Context: an optimization exercise on an open-source flow, tuned for small area and a short achievable clock period. The choices shown serve that exercise and are no tape-out recipe. RTL that was checked went through simulation tests only; none was proved equivalent to the original.

Setup of run 1:
==> flow/design.v (excerpt) <==
module cordic_stage (clk, reset, X_i, Y_i, Z_i, X_O, Y_O, Z_O);
Size in the first run: ~4000 cells after synthesis, roughly 39000 sq um of cells after synthesis.
clock: 3.65 ns
lec_check: 0
cap_margin: 20
core_margin: 2
core_utilization: 40
cts_cluster_diameter: 100
cts_cluster_size: 22
gpl_routability_driven: 0
setup_slack_margin: 1.2
slew_margin: 20
synth_hierarchical: 1
synth_minimum_keep_size: 0
run.sh (not shown) runs the stock make flow with config.mk's settings and CLKGATE_MAP_FILE= SYNTH_SCRIPT=/design/flow/synth_recipe.tcl, a recipe that flattens the netlist after the stock synthesis.
Run 1 did not stop at any stage, and its layout met the timing, DRC and antenna checks.
Inputs modified between run 1 and run 2:
# run 1
export LEC_CHECK = 0
export CAP_MARGIN = 20
export CORE_MARGIN = 2
export CORE_UTILIZATION = 40
export CTS_CLUSTER_DIAMETER = 100
export CTS_CLUSTER_SIZE = 22
export GPL_ROUTABILITY_DRIVEN = 0
export SETUP_SLACK_MARGIN = 1.2
export SLEW_MARGIN = 20
export SYNTH_HIERARCHICAL = 1
export SYNTH_MINIMUM_KEEP_SIZE = 0
create_clock -name core_clock -period 3.65 [get_ports {clk}]
# run 2
export LEC_CHECK = 0
export CAP_MARGIN = 20
export CORE_MARGIN = 2
export CORE_UTILIZATION = 70
export CTS_CLUSTER_DIAMETER = 100
export CTS_CLUSTER_SIZE = 22
export PLACE_DENSITY = 0.85
export SETUP_SLACK_MARGIN = 1.2
export SLEW_MARGIN = 20
export SYNTH_HIERARCHICAL = 1
export SYNTH_MINIMUM_KEEP_SIZE = 0
create_clock -name core_clock -period 3.65 [get_ports {clk}]
[summary]
Diff run 2..run 1 | largest clock skew in the final design | negligible
Diff run 1 -> run 2: first-iteration DRC count went up by 25%; portion of the clock cycle consumed by the worst path in the final layout picked up an extra 4.6 points.
Having completed the whole flow, run 2 delivered a layout that passed the timing, DRC and antenna checks.
On fmax: between run 2 and run 1, it ends up higher for run 1.
[inputs] run 3 vs run 2
# run 2
export LEC_CHECK = 0
export CAP_MARGIN = 20
export CORE_MARGIN = 2
export CORE_UTILIZATION = 70
export CTS_CLUSTER_DIAMETER = 100
export CTS_CLUSTER_SIZE = 22
export PLACE_DENSITY = 0.85
export SETUP_SLACK_MARGIN = 1.2
export SLEW_MARGIN = 20
export SYNTH_HIERARCHICAL = 1
export SYNTH_MINIMUM_KEEP_SIZE = 0
create_clock -name core_clock -period 3.65 [get_ports {clk}]
# run 3
export LEC_CHECK = 0
export CAP_MARGIN = 20
export CORE_MARGIN = 2
export CORE_UTILIZATION = 40
export CTS_CLUSTER_DIAMETER = 100
export CTS_CLUSTER_SIZE = 22
export SETUP_SLACK_MARGIN = 1.1
export SLEW_MARGIN = 20
export SYNTH_HIERARCHICAL = 1
export SYNTH_MINIMUM_KEEP_SIZE = 0
create_clock -name core_clock -period 3.65 [get_ports {clk}]
Notes after the runs:
Run 3 finished every stage and its layout cleared the timing, DRC and antenna checks.
Run 2 completed end to end with timing, DRC and antenna clean.
Run 3 — worst-case clock skew 15 ps higher, run 2 as reference
Comparing run 2 and run 3, number of buffers created by CTS is higher on run 3.
Reported for run 2 and run 3, number of hold violations in the final report turned out identical to the last digit.
On run 3: initial antenna violation count is 1 higher than what run 2 gave.
Run 3 ended up with a higher die area than run 2 did.
Compared with run 2, run 3 shows a cell row count that is 28 higher.

== run B ==
cordic_stage, a different RTL version from the one above (not shown whole).
For scale: about 4200 cells after synthesis, about 660 flip-flops, roughly 40000 um2 of cells after synthesis.
Settings: LEC_CHECK=0, CAP_MARGIN=20, CORE_MARGIN=2, CORE_UTILIZATION=40, SETUP_SLACK_MARGIN=0.8, SLEW_MARGIN=20, SYNTH_HIERARCHICAL=1, SYNTH_MINIMUM_KEEP_SIZE=0; clock period 3.65 ns.
Run B completed end to end with timing, DRC and antenna clean.
Edits applied to the flow inputs when going from run B to run E:
# run B
export LEC_CHECK = 0
export CAP_MARGIN = 20
export CORE_MARGIN = 2
export CORE_UTILIZATION = 40
export SETUP_SLACK_MARGIN = 0.8
export SLEW_MARGIN = 20
export SYNTH_HIERARCHICAL = 1
export SYNTH_MINIMUM_KEEP_SIZE = 0
create_clock -name core_clock -period 3.65 [get_ports {clk}]
# run E
export LEC_CHECK = 0
export ABC_AREA = 1
export CAP_MARGIN = 20
export CORE_MARGIN = 2
export CORE_UTILIZATION = 40
export SETUP_SLACK_MARGIN = 0.5
export SLEW_MARGIN = 20
export SYNTH_HIERARCHICAL = 1
export SYNTH_MINIMUM_KEEP_SIZE = 0
create_clock -name core_clock -period 3.65 [get_ports {clk}]
Findings:
A dominant combinational cell family by area after synthesis of simple AND/OR/NAND/NOR gates is what run E shows, while XOR/XNOR gates belongs to run B.
[compare] base=run B new=run E: design area saw an increase; total wirelength of the detailed-routed design now larger.
Function was not checked in any run of this note: the RTL went through the layout flow alone.

[separate check: timing with driven ports]
In the flow no input, the clock included, has a driving cell. The finished layouts below were timed again as built, in two steps.
Step 1 sets driving cells, clkbuf_16 on the clock port and buf_2 on the other inputs (assumed; they add their load-dependent delay and slew).
Step 2 also shifts input and output timing later by t, the mid clock arrival at the registers, as if the neighbouring blocks saw the same clock.
Slacks: ideal ports / drivers / drivers and shift; pairs: ideal ports / drivers.
run | shift t [ns] | setup slack, ns | latest minus earliest clock arrival (ns) | worst data-port slew with drivers (ns) | pins driven straight from the clock port
run 1 | 0.655 | 1.266 / 1.266 / 1.266 | 0.022 / 0.023 | 0.04 | 1
run 2 | 0.631 | 1.096 / 1.096 / 1.096 | 0.024 / 0.025 | 0.05 | 1
run 3 | 0.645 | 1.158 / 1.158 / 1.158 | 0.034 / 0.034 | 0.09 | 1
run B | 0.704 | 0.866 / 0.866 / 0.866 | 0.028 / 0.028 | 0.05 | 1
run E | 0.711 | 0.774 / 0.774 / 0.774 | 0.039 / 0.038 | 0.07 | 1
After both steps every run listed still meets setup and hold.
